This design comes from an exercise in tuning for small area, a short achievable clock period and few clock cycles on the open sky130 flow, not from production work.
RTL that was checked went through simulation tests only; none was proved equivalent to the original.

==> run a: inputs <==
Design LASER, start of the top module:
module LASER (
    input            CLK,
    input            RST,
    input      [3:0] X,
    input      [3:0] Y,
    output reg [3:0] C1X,
    output reg [3:0] C1Y,
    output reg [3:0] C2X,
    output reg [3:0] C2Y,
    output reg       DONE
);
==> flow/config.mk <==
export PLATFORM = sky130hd
export DESIGN_NAME = LASER
export DESIGN_NICKNAME = LASER
export VERILOG_FILES = /design/flow/design.v
export SDC_FILE = /design/flow/constraint.sdc
export NUM_CORES = 4
export LEC_CHECK = 0
export CAP_MARGIN = 20
export CORE_MARGIN = 2
export CORE_UTILIZATION = 40
export CTS_CLUSTER_DIAMETER = 100
export CTS_CLUSTER_SIZE = 24
export SLEW_MARGIN = 20
==> flow/constraint.sdc <==
create_clock -name core_clock -period 11.0 [get_ports {CLK}]
set_input_delay 2.2000 -clock core_clock [delete_from_list [all_inputs] [get_ports {CLK}]]
set_output_delay 2.2000 -clock core_clock [all_outputs]
set_load 0.01 [all_outputs]
standard.sh (not shown) runs the stock make flow with config.mk's settings and CLKGATE_MAP_FILE= SYNTH_SCRIPT=/design/flow/synth_recipe.tcl, a recipe that flattens the netlist after the stock synthesis.
==> flow/flow/run.sh <==
#!/bin/bash
# The standard layout (standard.sh), with one change: the buffer that
# buffer_ports puts on every input and output port is sky130_fd_sc_hd__buf_2.
set -euo pipefail
bash standard.sh BUFFER_PORTS_ARGS="-buffer_cell sky130_fd_sc_hd__buf_2" finish > orfs_make.log 2>&1
==> run b (differences from run a) <==
--- a/flow/design.v
+++ b/flow/design.v
@@ -2893,75 +2893,84 @@
     cn10 <= sum10[5:0];
     cn11 <= sum11[5:0];
     cn12 <= sum12[5:0];
     cn13 <= sum13[5:0];
     cn14 <= sum14[5:0];
     cn15 <= sum15[5:0];
   end
-  wire d_0_ge10 = (cn1 >= cn0);
-  wire d_0_ge20 = (cn2 >= cn0);
-  wire d_0_ge21 = (cn2 >= cn1);
-  wire d_0_ge30 = (cn3 >= cn0);
-  wire d_0_ge31 = (cn3 >= cn1);
-  wire d_0_ge32 = (cn3 >= cn2);
+  function leq6(input [5:0] a, input [5:0] b);
+    reg c; integer k;
+    begin
+      c = 1'b1;
+      for (k = 0; k < 6; k = k + 1)
+        c = (b[k] & ~a[k]) | (b[k] & c) | (~a[k] & c);
+      leq6 = c;
+    end
+  endfunction
+  wire d_0_ge10 = leq6(cn0, cn1);
+  wire d_0_ge20 = leq6(cn0, cn2);
+  wire d_0_ge21 = leq6(cn1, cn2);
+  wire d_0_ge30 = leq6(cn0, cn3);
+  wire d_0_ge31 = leq6(cn1, cn3);
+  wire d_0_ge32 = leq6(cn2, cn3);
   wire d_0_s0 = ~d_0_ge10 & ~d_0_ge20 & ~d_0_ge30;
   wire d_0_s1 = d_0_ge10 & ~d_0_ge21 & ~d_0_ge31;
   wire d_0_s2 = d_0_ge20 & d_0_ge21 & ~d_0_ge32;
   wire d_0_s3 = d_0_ge30 & d_0_ge31 & d_0_ge32;
   wire [5:0] cd_0 = ({6{d_0_s0}} & cn0) | ({6{d_0_s1}} & cn1) | ({6{d_0_s2}} & cn2) | ({6{d_0_s3}} & cn3);
   wire [3:0] id_0 = ({4{d_0_s0}} & 4'd0) | ({4{d_0_s1}} & 4'd1) | ({4{d_0_s2}} & 4'd2) | ({4{d_0_s3}} & 4'd3);
-  wire d_1_ge10 = (cn5 >= cn4);
-  wire d_1_ge20 = (cn6 >= cn4);
-  wire d_1_ge21 = (cn6 >= cn5);
-  wire d_1_ge30 = (cn7 >= cn4);
-  wire d_1_ge31 = (cn7 >= cn5);
-  wire d_1_ge32 = (cn7 >= cn6);
+  wire d_1_ge10 = leq6(cn4, cn5);
+  wire d_1_ge20 = leq6(cn4, cn6);
+  wire d_1_ge21 = leq6(cn5, cn6);
+  wire d_1_ge30 = leq6(cn4, cn7);
+  wire d_1_ge31 = leq6(cn5, cn7);
+  wire d_1_ge32 = leq6(cn6, cn7);
   wire d_1_s0 = ~d_1_ge10 & ~d_1_ge20 & ~d_1_ge30;
   wire d_1_s1 = d_1_ge10 & ~d_1_ge21 & ~d_1_ge31;
   wire d_1_s2 = d_1_ge20 & d_1_ge21 & ~d_1_ge32;
   wire d_1_s3 = d_1_ge30 & d_1_ge31 & d_1_ge32;
   wire [5:0] cd_1 = ({6{d_1_s0}} & cn4) | ({6{d_1_s1}} & cn5) | ({6{d_1_s2}} & cn6) | ({6{d_1_s3}} & cn7);
   wire [3:0] id_1 = ({4{d_1_s0}} & 4'd4) | ({4{d_1_s1}} & 4'd5) | ({4{d_1_s2}} & 4'd6) | ({4{d_1_s3}} & 4'd7);
-  wire d_2_ge10 = (cn9 >= cn8);
-  wire d_2_ge20 = (cn10 >= cn8);
-  wire d_2_ge21 = (cn10 >= cn9);
-  wire d_2_ge30 = (cn11 >= cn8);
-  wire d_2_ge31 = (cn11 >= cn9);
-  wire d_2_ge32 = (cn11 >= cn10);
+  wire d_2_ge10 = leq6(cn8, cn9);
+  wire d_2_ge20 = leq6(cn8, cn10);
+  wire d_2_ge21 = leq6(cn9, cn10);
+  wire d_2_ge30 = leq6(cn8, cn11);
+  wire d_2_ge31 = leq6(cn9, cn11);
+  wire d_2_ge32 = leq6(cn10, cn11);
   wire d_2_s0 = ~d_2_ge10 & ~d_2_ge20 & ~d_2_ge30;
   wire d_2_s1 = d_2_ge10 & ~d_2_ge21 & ~d_2_ge31;
   wire d_2_s2 = d_2_ge20 & d_2_ge21 & ~d_2_ge32;
   wire d_2_s3 = d_2_ge30 & d_2_ge31 & d_2_ge32;
   wire [5:0] cd_2 = ({6{d_2_s0}} & cn8) | ({6{d_2_s1}} & cn9) | ({6{d_2_s2}} & cn10) | ({6{d_2_s3}} & cn11);
   wire [3:0] id_2 = ({4{d_2_s0}} & 4'd8) | ({4{d_2_s1}} & 4'd9) | ({4{d_2_s2}} & 4'd10) | ({4{d_2_s3}} & 4'd11);
-  wire d_3_ge10 = (cn13 >= cn12);
-  wire d_3_ge20 = (cn14 >= cn12);
-  wire d_3_ge21 = (cn14 >= cn13);
-  wire d_3_ge30 = (cn15 >= cn12);
-  wire d_3_ge31 = (cn15 >= cn13);
-  wire d_3_ge32 = (cn15 >= cn14);
+  wire d_3_ge10 = leq6(cn12, cn13);
+  wire d_3_ge20 = leq6(cn12, cn14);
+  wire d_3_ge21 = leq6(cn13, cn14);
+  wire d_3_ge30 = leq6(cn12, cn15);
+  wire d_3_ge31 = leq6(cn13, cn15);
+  wire d_3_ge32 = leq6(cn14, cn15);
   wire d_3_s0 = ~d_3_ge10 & ~d_3_ge20 & ~d_3_ge30;
   wire d_3_s1 = d_3_ge10 & ~d_3_ge21 & ~d_3_ge31;
   wire d_3_s2 = d_3_ge20 & d_3_ge21 & ~d_3_ge32;
   wire d_3_s3 = d_3_ge30 & d_3_ge31 & d_3_ge32;
   wire [5:0] cd_3 = ({6{d_3_s0}} & cn12) | ({6{d_3_s1}} & cn13) | ({6{d_3_s2}} & cn14) | ({6{d_3_s3}} & cn15);
   wire [3:0] id_3 = ({4{d_3_s0}} & 4'd12) | ({4{d_3_s1}} & 4'd13) | ({4{d_3_s2}} & 4'd14) | ({4{d_3_s3}} & 4'd15);
   reg [5:0] gc0, gc1, gc2, gc3; reg [3:0] gi0, gi1, gi2, gi3;
   always @(posedge CLK) begin
     gc0 <= cd_0; gi0 <= id_0;
     gc1 <= cd_1; gi1 <= id_1;
     gc2 <= cd_2; gi2 <= id_2;
     gc3 <= cd_3; gi3 <= id_3;
   end
-  wire e_0_ge10 = (gc1 >= gc0);
-  wire e_0_ge20 = (gc2 >= gc0);
-  wire e_0_ge21 = (gc2 >= gc1);
-  wire e_0_ge30 = (gc3 >= gc0);
-  wire e_0_ge31 = (gc3 >= gc1);
-  wire e_0_ge32 = (gc3 >= gc2);
+  wire e_0_ge10 = leq6(gc0, gc1);
+  wire e_0_ge20 = leq6(gc0, gc2);
+  wire e_0_ge21 = leq6(gc1, gc2);
+  wire e_0_ge30 = leq6(gc0, gc3);
+  wire e_0_ge31 = leq6(gc1, gc3);
+  wire e_0_ge32 = leq6(gc2, gc3);
   wire e_0_s0 = ~e_0_ge10 & ~e_0_ge20 & ~e_0_ge30;
   wire e_0_s1 = e_0_ge10 & ~e_0_ge21 & ~e_0_ge31;
   wire e_0_s2 = e_0_ge20 & e_0_ge21 & ~e_0_ge32;
   wire e_0_s3 = e_0_ge30 & e_0_ge31 & e_0_ge32;
   wire [5:0] ce_0 = ({6{e_0_s0}} & gc0) | ({6{e_0_s1}} & gc1) | ({6{e_0_s2}} & gc2) | ({6{e_0_s3}} & gc3);
   wire [3:0] ie_0 = ({4{e_0_s0}} & gi0) | ({4{e_0_s1}} & gi1) | ({4{e_0_s2}} & gi2) | ({4{e_0_s3}} & gi3);
   reg [5:0] fc; reg [3:0] fi;
==> run c (differences from run a) <==
--- a/flow/design.v
+++ b/flow/design.v
@@ -2893,75 +2893,84 @@
     cn10 <= sum10[5:0];
     cn11 <= sum11[5:0];
     cn12 <= sum12[5:0];
     cn13 <= sum13[5:0];
     cn14 <= sum14[5:0];
     cn15 <= sum15[5:0];
   end
-  wire d_0_ge10 = (cn1 >= cn0);
-  wire d_0_ge20 = (cn2 >= cn0);
-  wire d_0_ge21 = (cn2 >= cn1);
-  wire d_0_ge30 = (cn3 >= cn0);
-  wire d_0_ge31 = (cn3 >= cn1);
-  wire d_0_ge32 = (cn3 >= cn2);
+  function leq6(input [5:0] a, input [5:0] b);
+    reg c; integer k;
+    begin
+      c = 1'b1;
+      for (k = 0; k < 6; k = k + 1)
+        c = (b[k] & ~a[k]) | (b[k] & c) | (~a[k] & c);
+      leq6 = c;
+    end
+  endfunction
+  wire d_0_ge10 = leq6(cn0, cn1);
+  wire d_0_ge20 = leq6(cn0, cn2);
+  wire d_0_ge21 = leq6(cn1, cn2);
+  wire d_0_ge30 = leq6(cn0, cn3);
+  wire d_0_ge31 = leq6(cn1, cn3);
+  wire d_0_ge32 = leq6(cn2, cn3);
   wire d_0_s0 = ~d_0_ge10 & ~d_0_ge20 & ~d_0_ge30;
   wire d_0_s1 = d_0_ge10 & ~d_0_ge21 & ~d_0_ge31;
   wire d_0_s2 = d_0_ge20 & d_0_ge21 & ~d_0_ge32;
   wire d_0_s3 = d_0_ge30 & d_0_ge31 & d_0_ge32;
   wire [5:0] cd_0 = ({6{d_0_s0}} & cn0) | ({6{d_0_s1}} & cn1) | ({6{d_0_s2}} & cn2) | ({6{d_0_s3}} & cn3);
   wire [3:0] id_0 = ({4{d_0_s0}} & 4'd0) | ({4{d_0_s1}} & 4'd1) | ({4{d_0_s2}} & 4'd2) | ({4{d_0_s3}} & 4'd3);
-  wire d_1_ge10 = (cn5 >= cn4);
-  wire d_1_ge20 = (cn6 >= cn4);
-  wire d_1_ge21 = (cn6 >= cn5);
-  wire d_1_ge30 = (cn7 >= cn4);
-  wire d_1_ge31 = (cn7 >= cn5);
-  wire d_1_ge32 = (cn7 >= cn6);
+  wire d_1_ge10 = leq6(cn4, cn5);
+  wire d_1_ge20 = leq6(cn4, cn6);
+  wire d_1_ge21 = leq6(cn5, cn6);
+  wire d_1_ge30 = leq6(cn4, cn7);
+  wire d_1_ge31 = leq6(cn5, cn7);
+  wire d_1_ge32 = leq6(cn6, cn7);
   wire d_1_s0 = ~d_1_ge10 & ~d_1_ge20 & ~d_1_ge30;
   wire d_1_s1 = d_1_ge10 & ~d_1_ge21 & ~d_1_ge31;
   wire d_1_s2 = d_1_ge20 & d_1_ge21 & ~d_1_ge32;
   wire d_1_s3 = d_1_ge30 & d_1_ge31 & d_1_ge32;
   wire [5:0] cd_1 = ({6{d_1_s0}} & cn4) | ({6{d_1_s1}} & cn5) | ({6{d_1_s2}} & cn6) | ({6{d_1_s3}} & cn7);
   wire [3:0] id_1 = ({4{d_1_s0}} & 4'd4) | ({4{d_1_s1}} & 4'd5) | ({4{d_1_s2}} & 4'd6) | ({4{d_1_s3}} & 4'd7);
-  wire d_2_ge10 = (cn9 >= cn8);
-  wire d_2_ge20 = (cn10 >= cn8);
-  wire d_2_ge21 = (cn10 >= cn9);
-  wire d_2_ge30 = (cn11 >= cn8);
-  wire d_2_ge31 = (cn11 >= cn9);
-  wire d_2_ge32 = (cn11 >= cn10);
+  wire d_2_ge10 = leq6(cn8, cn9);
+  wire d_2_ge20 = leq6(cn8, cn10);
+  wire d_2_ge21 = leq6(cn9, cn10);
+  wire d_2_ge30 = leq6(cn8, cn11);
+  wire d_2_ge31 = leq6(cn9, cn11);
+  wire d_2_ge32 = leq6(cn10, cn11);
   wire d_2_s0 = ~d_2_ge10 & ~d_2_ge20 & ~d_2_ge30;
   wire d_2_s1 = d_2_ge10 & ~d_2_ge21 & ~d_2_ge31;
   wire d_2_s2 = d_2_ge20 & d_2_ge21 & ~d_2_ge32;
   wire d_2_s3 = d_2_ge30 & d_2_ge31 & d_2_ge32;
   wire [5:0] cd_2 = ({6{d_2_s0}} & cn8) | ({6{d_2_s1}} & cn9) | ({6{d_2_s2}} & cn10) | ({6{d_2_s3}} & cn11);
   wire [3:0] id_2 = ({4{d_2_s0}} & 4'd8) | ({4{d_2_s1}} & 4'd9) | ({4{d_2_s2}} & 4'd10) | ({4{d_2_s3}} & 4'd11);
-  wire d_3_ge10 = (cn13 >= cn12);
-  wire d_3_ge20 = (cn14 >= cn12);
-  wire d_3_ge21 = (cn14 >= cn13);
-  wire d_3_ge30 = (cn15 >= cn12);
-  wire d_3_ge31 = (cn15 >= cn13);
-  wire d_3_ge32 = (cn15 >= cn14);
+  wire d_3_ge10 = leq6(cn12, cn13);
+  wire d_3_ge20 = leq6(cn12, cn14);
+  wire d_3_ge21 = leq6(cn13, cn14);
+  wire d_3_ge30 = leq6(cn12, cn15);
+  wire d_3_ge31 = leq6(cn13, cn15);
+  wire d_3_ge32 = leq6(cn14, cn15);
   wire d_3_s0 = ~d_3_ge10 & ~d_3_ge20 & ~d_3_ge30;
   wire d_3_s1 = d_3_ge10 & ~d_3_ge21 & ~d_3_ge31;
   wire d_3_s2 = d_3_ge20 & d_3_ge21 & ~d_3_ge32;
   wire d_3_s3 = d_3_ge30 & d_3_ge31 & d_3_ge32;
   wire [5:0] cd_3 = ({6{d_3_s0}} & cn12) | ({6{d_3_s1}} & cn13) | ({6{d_3_s2}} & cn14) | ({6{d_3_s3}} & cn15);
   wire [3:0] id_3 = ({4{d_3_s0}} & 4'd12) | ({4{d_3_s1}} & 4'd13) | ({4{d_3_s2}} & 4'd14) | ({4{d_3_s3}} & 4'd15);
   reg [5:0] gc0, gc1, gc2, gc3; reg [3:0] gi0, gi1, gi2, gi3;
   always @(posedge CLK) begin
     gc0 <= cd_0; gi0 <= id_0;
     gc1 <= cd_1; gi1 <= id_1;
     gc2 <= cd_2; gi2 <= id_2;
     gc3 <= cd_3; gi3 <= id_3;
   end
-  wire e_0_ge10 = (gc1 >= gc0);
-  wire e_0_ge20 = (gc2 >= gc0);
-  wire e_0_ge21 = (gc2 >= gc1);
-  wire e_0_ge30 = (gc3 >= gc0);
-  wire e_0_ge31 = (gc3 >= gc1);
-  wire e_0_ge32 = (gc3 >= gc2);
+  wire e_0_ge10 = leq6(gc0, gc1);
+  wire e_0_ge20 = leq6(gc0, gc2);
+  wire e_0_ge21 = leq6(gc1, gc2);
+  wire e_0_ge30 = leq6(gc0, gc3);
+  wire e_0_ge31 = leq6(gc1, gc3);
+  wire e_0_ge32 = leq6(gc2, gc3);
   wire e_0_s0 = ~e_0_ge10 & ~e_0_ge20 & ~e_0_ge30;
   wire e_0_s1 = e_0_ge10 & ~e_0_ge21 & ~e_0_ge31;
   wire e_0_s2 = e_0_ge20 & e_0_ge21 & ~e_0_ge32;
   wire e_0_s3 = e_0_ge30 & e_0_ge31 & e_0_ge32;
   wire [5:0] ce_0 = ({6{e_0_s0}} & gc0) | ({6{e_0_s1}} & gc1) | ({6{e_0_s2}} & gc2) | ({6{e_0_s3}} & gc3);
   wire [3:0] ie_0 = ({4{e_0_s0}} & gi0) | ({4{e_0_s1}} & gi1) | ({4{e_0_s2}} & gi2) | ({4{e_0_s3}} & gi3);
   reg [5:0] fc; reg [3:0] fi;
- CORE_UTILIZATION: 40 -> 55
==> impl_metrics.tcl <==
set metrics [dict create \
    status "finished clean" \
    fillCellCount 12869 \
    grt_usage 0.331 \
    n_all_inverters 1653 \
    grt_util_met1 0.464 \
    cp.depth 12 \
]
-- figures above: run c

==> impl_metrics.tcl <==
set metrics [dict create \
    fillCellCount 19452 \
    status "finished clean" \
    n_all_inverters 1653 \
    grt_util_met1 0.346 \
]
-- figures above: run b

==> impl_metrics.tcl <==
set metrics [dict create \
    status "finished clean" \
    cp.depth 10 \
    grt_usage 0.245 \
    grt_util_met1 0.340 \
    n_all_inverters 1640 \
    synth-simple-area-share 0.118 \
    fillCellCount 19353 \
]
-- figures above: run a

Testbench counts of run b, summed over its fixed seeds: cycles 6,413.
Testbench counts of run c, summed over its fixed seeds: cycles 6,413.
The RTL of run a was laid out without a check of its function.

==> what the ideal ports hide <==
How much do the figures lean on ideal ports? The routed layouts below were timed once more, with nothing changed but the port constraints. Step 1: set_driving_cell puts a clkbuf_16 on CLK and a buf_2 on each other input, an assumption about the parent block. Step 2 moves the port delays by t, midway between the first and last clock arrival at a register: inputs arrive t later, outputs are due t later. That takes back most of the time a late clock gives input paths. Three values: ideal, step 1, step 2; two values: the first two.
run | t, ns | setup slack, ns | clock arrival spread, ns | cell pins on the clock port's net
run a | 0.804 | 7.217 / 7.217 / 7.002 | 0.058 / 0.057 | 1
run b | 0.800 | 7.196 / 7.196 / 6.883 | 0.057 / 0.056 | 1
run c | 0.793 | 7.219 / 7.219 / 6.966 | 0.037 / 0.036 | 1
After both steps setup and hold are still met in every run listed. The setup slack of run b, which loses most, moves by 0.000 ns with the drivers and by -0.313 ns with both steps.
